Source: an optimization exercise on an open RTL-to-GDS flow (aim: small area and a short achievable clock period). Production flows keep margins and buffers that such runs may drop.

Setup of trial 96:
==> flow/design.v <==
`timescale 1ns / 1ps
module execute(
    input clk,
    input [1:0] ctlwb_in, ctlm_in,
    input [31:0] npc, rdata1, rdata2, s_extend,
    input [4:0] instr_2016, instr_1511,
    input [1:0] alu_op,
    input [5:0] funct,
    input alusrc, regdst,
    output reg [1:0] ctlwb_out, ctlm_out,
    output reg [31:0] adder_out, alu_result_out, rdata2_out,
    output reg [4:0] muxout_out
);
    wire rtype    = (alu_op == 2'b10);
    wire f_add    = rtype & (funct == 6'b100000);
    wire f_sub    = rtype & (funct == 6'b100010);
    wire op_and   = rtype & (funct == 6'b100100);
    wire op_or    = rtype & (funct == 6'b100101);
    wire op_slt   = rtype & (funct == 6'b101010);
    wire op_arith = (alu_op == 2'b00) | (alu_op == 2'b01) | f_add | f_sub;
    wire sub0     = alu_op[0] | (alu_op[1] & funct[1]);
    wire sub1     = (alu_op[0] & ~alu_op[1]) | (alu_op[1] & funct[1]);
    wire sub2     = alu_op[0] ^ (alu_op[1] & funct[1]);
    wire sub3     = alu_op[0] ? ~alu_op[1] : (alu_op[1] & funct[1]);
    wire [31:0] subv = {{8{sub3}}, {8{sub2}}, {8{sub1}}, {8{sub0}}};
    wire [31:0] ax = rdata1 ^ subv;
    wire [31:0] b  = alusrc ? s_extend : rdata2;
    wire [31:0] ag = ax & b;
    wire [31:0] at = ax | b;
    reg [31:0] g, t;
    integer i, j;
    always @(*) begin
        g = ag;
        t = at;
        for (i = 0; i < 5; i = i + 1)
            for (j = 31; j >= (1 << i); j = j - 1) begin
                g[j] = g[j] | (t[j] & g[j - (1 << i)]);
                t[j] = t[j] & t[j - (1 << i)];
            end
    end
    wire [31:0] c  = {g[30:0], 1'b0};
    wire        lt = g[31];
    wire [31:0] hs  = rdata1 ^ b;
    wire [31:0] lg  = ({32{op_and}} & ag) | ({32{op_or}} & at);
    wire [31:0] r0  = ({32{op_arith}} & hs) | lg;
    wire [31:0] r1  = ({32{op_arith}} & ~hs) | lg;
    wire [31:0] alu_result = (c & r1) | (~c & r0) | {31'b0, op_slt & lt};
    wire [31:0] bg0 = npc & s_extend;
    wire [31:0] bp0 = npc ^ s_extend;
    reg  [31:0] bg, bp;
    integer l, k;
    always @(*) begin
        bg = bg0;
        bp = bp0;
        for (l = 0; l < 5; l = l + 1)
            for (k = (2 << l) - 1; k < 32; k = k + (2 << l)) begin
                bg[k] = bg[k] | (bp[k] & bg[k - (1 << l)]);
                bp[k] = bp[k] & bp[k - (1 << l)];
            end
        for (l = 3; l >= 0; l = l - 1)
            for (k = (3 << l) - 1; k < 32; k = k + (2 << l)) begin
                bg[k] = bg[k] | (bp[k] & bg[k - (1 << l)]);
                bp[k] = bp[k] & bp[k - (1 << l)];
            end
    end
    wire [31:0] branch = bp0 ^ {bg[30:0], 1'b0};
    always @(posedge clk) begin
        ctlwb_out      <= ctlwb_in;
        ctlm_out       <= ctlm_in;
        adder_out      <= branch;
        alu_result_out <= alu_result;
        rdata2_out     <= rdata2;
        muxout_out     <= regdst ? instr_1511 : instr_2016;
    end
endmodule
==> flow/config.mk <==
export PLATFORM = sky130hd
export DESIGN_NAME = execute
export DESIGN_NICKNAME = execute
export VERILOG_FILES = /design/flow/design.v
export SDC_FILE = /design/flow/constraint.sdc
export NUM_CORES = 4
export LEC_CHECK = 0
export CAP_MARGIN = 20
export CORE_MARGIN = 2
export CORE_UTILIZATION = 40
export GPL_TIMING_DRIVEN = 0
export SETUP_SLACK_MARGIN = 1.2
export SLEW_MARGIN = 20
export TNS_END_PERCENT = 0
==> flow/constraint.sdc <==
create_clock -name core_clock -period 3.6 [get_ports {clk}]
set_input_delay 0.7200 -clock core_clock [delete_from_list [all_inputs] [get_ports {clk}]]
set_output_delay 0.7200 -clock core_clock [all_outputs]
set_load 0.01 [all_outputs]
standard.sh (not shown) runs the stock make flow with config.mk's settings and CLKGATE_MAP_FILE= SYNTH_SCRIPT=/design/flow/synth_recipe.tcl, a recipe that flattens the netlist after the stock synthesis.
==> flow/flow/run.sh <==
#!/bin/bash
# The standard layout (standard.sh) with: synthesis through flow/synth.tcl
# (ABC mapping script flow/abc.script, no full/half-adder cell extraction),
# and plain buf_1 cells as the port buffers.
set -euo pipefail
cd "$(dirname "$0")/.."
export MY_ABC_SCRIPT=$PWD/flow/abc.script
bash standard.sh SYNTH_SCRIPT=$PWD/flow/synth.tcl ADDER_MAP_FILE= BUFFER_PORTS_ARGS="-buffer_cell sky130_fd_sc_hd__buf_1" MATCH_CELL_FOOTPRINT=0 finish > standard.log 2>&1
==> flow/flow/abc.script <==
strash
dch -f
map -D 1600
topo
buffer -c
upsize -c
dnsize -c
==> flow/flow/synth.tcl <==
# The standard synthesis (synth_recipe.tcl), with ABC's mapping script
# replaced by flow/abc.script (delay-driven mapping).
proc synth {args} { yosys synth -nofsm -noshare {*}$args }
proc abc {args} {
  set i [lsearch $args -script]
  if {$i >= 0} { lset args [expr {$i+1}] $::env(MY_ABC_SCRIPT) }
  yosys abc {*}$args
}
source $::env(SCRIPTS_DIR)/synth.tcl
# left out here: clear keep_hierarchy, flatten, clean up, hide names made inside functions, write 1_2_yosys.v
Trial 96 finished end to end and its layout was clean on timing, DRC and antenna.
Setup changes, trial 96 to build 4
-- flow/design.v --
<<< trial 96, line 34
        t = at;
        for (i = 0; i < 5; i = i + 1)
            for (j = 31; j >= (1 << i); j = j - 1) begin
                g[j] = g[j] | (t[j] & g[j - (1 << i)]);
                t[j] = t[j] & t[j - (1 << i)];
>>> build 4, line 34
        t = at;
        for (i = 0; i < 5; i = i + 1)
            for (j = (2 << i) - 1; j < 32; j = j + (2 << i)) begin
                g[j] = g[j] | (t[j] & g[j - (1 << i)]);
                t[j] = t[j] & t[j - (1 << i)];
            end
        for (i = 3; i >= 0; i = i - 1)
            for (j = (3 << i) - 1; j < 32; j = j + (2 << i)) begin
                g[j] = g[j] | (t[j] & g[j - (1 << i)]);
                t[j] = t[j] & t[j - (1 << i)];
## What came out
Trial 96 has a higher multi-input gate share of the layout cell area than build 4.
Non-filler instance count after layout: lower on build 4
In the tables for build 4 and trial 96, post-route standard cell area excluding fillers reads higher with trial 96.
Detailed-route wire length on metal 1 (lower): build 4
Share of the clock period used by the worst path after layout (lower): trial 96
Taking trial 96 as the reference, in build 4 time the worst path needs with I/O delays and setup picked up an extra 0.058 ns, pre-CTS worst setup slack has decreased, fraction of area in registers higher.
Number of failing setup endpoints in the final timing report came out exactly the same in build 4 and trial 96.
Between build 4 and trial 96, the hold slack figures differ only marginally.
On area of the placeable core: between build 4 and trial 96, it ends up higher for trial 96.
In the route summary, build 4 ends up with a via count below that of trial 96.
Looking at the reports, build 4 completed the entire flow and the layout it produced met the timing, design-rule and antenna checks.
Comparing build 4 against trial 96, there is no change at all in number of clock buffer instances in the layout.
Build 4 does better than trial 96 on power.
No functional check of the RTL was part of any run of this note.

-- static timing again, ports no longer ideal --
Ports are ideal in the flow. The routed layouts listed here were re-timed in OpenROAD. Step 1 (the two cells are an assumption about what drives the block):
set clk [get_ports {clk}]
set_driving_cell -lib_cell sky130_fd_sc_hd__clkbuf_16 $clk
set_driving_cell -lib_cell sky130_fd_sc_hd__buf_2 [delete_from_list [all_inputs] $clk]
Step 2, shift: input delay + t, output delay - t, t = (earliest + latest rising clock arrival at the registers) / 2. This alone moves slack from input paths to output paths. a / b / c = no drivers / after step 1 / after step 2; a / b = the first two.
run | t (ns) | slack for setup (ns) | worst setup path after step 2 | slew at the worst register clock pin (ns)
trial 96 | 0.403 | 0.976 / 0.980 / 0.577 | input to register | 0.08 / 0.08
build 4 | 0.396 | 0.918 / 0.927 / 0.531 | input to register | 0.08 / 0.08
After both steps every run listed still meets setup and hold. For trial 96, which loses most, drivers alone change the setup slack by +0.004 ns; drivers and shift together by -0.399 ns.
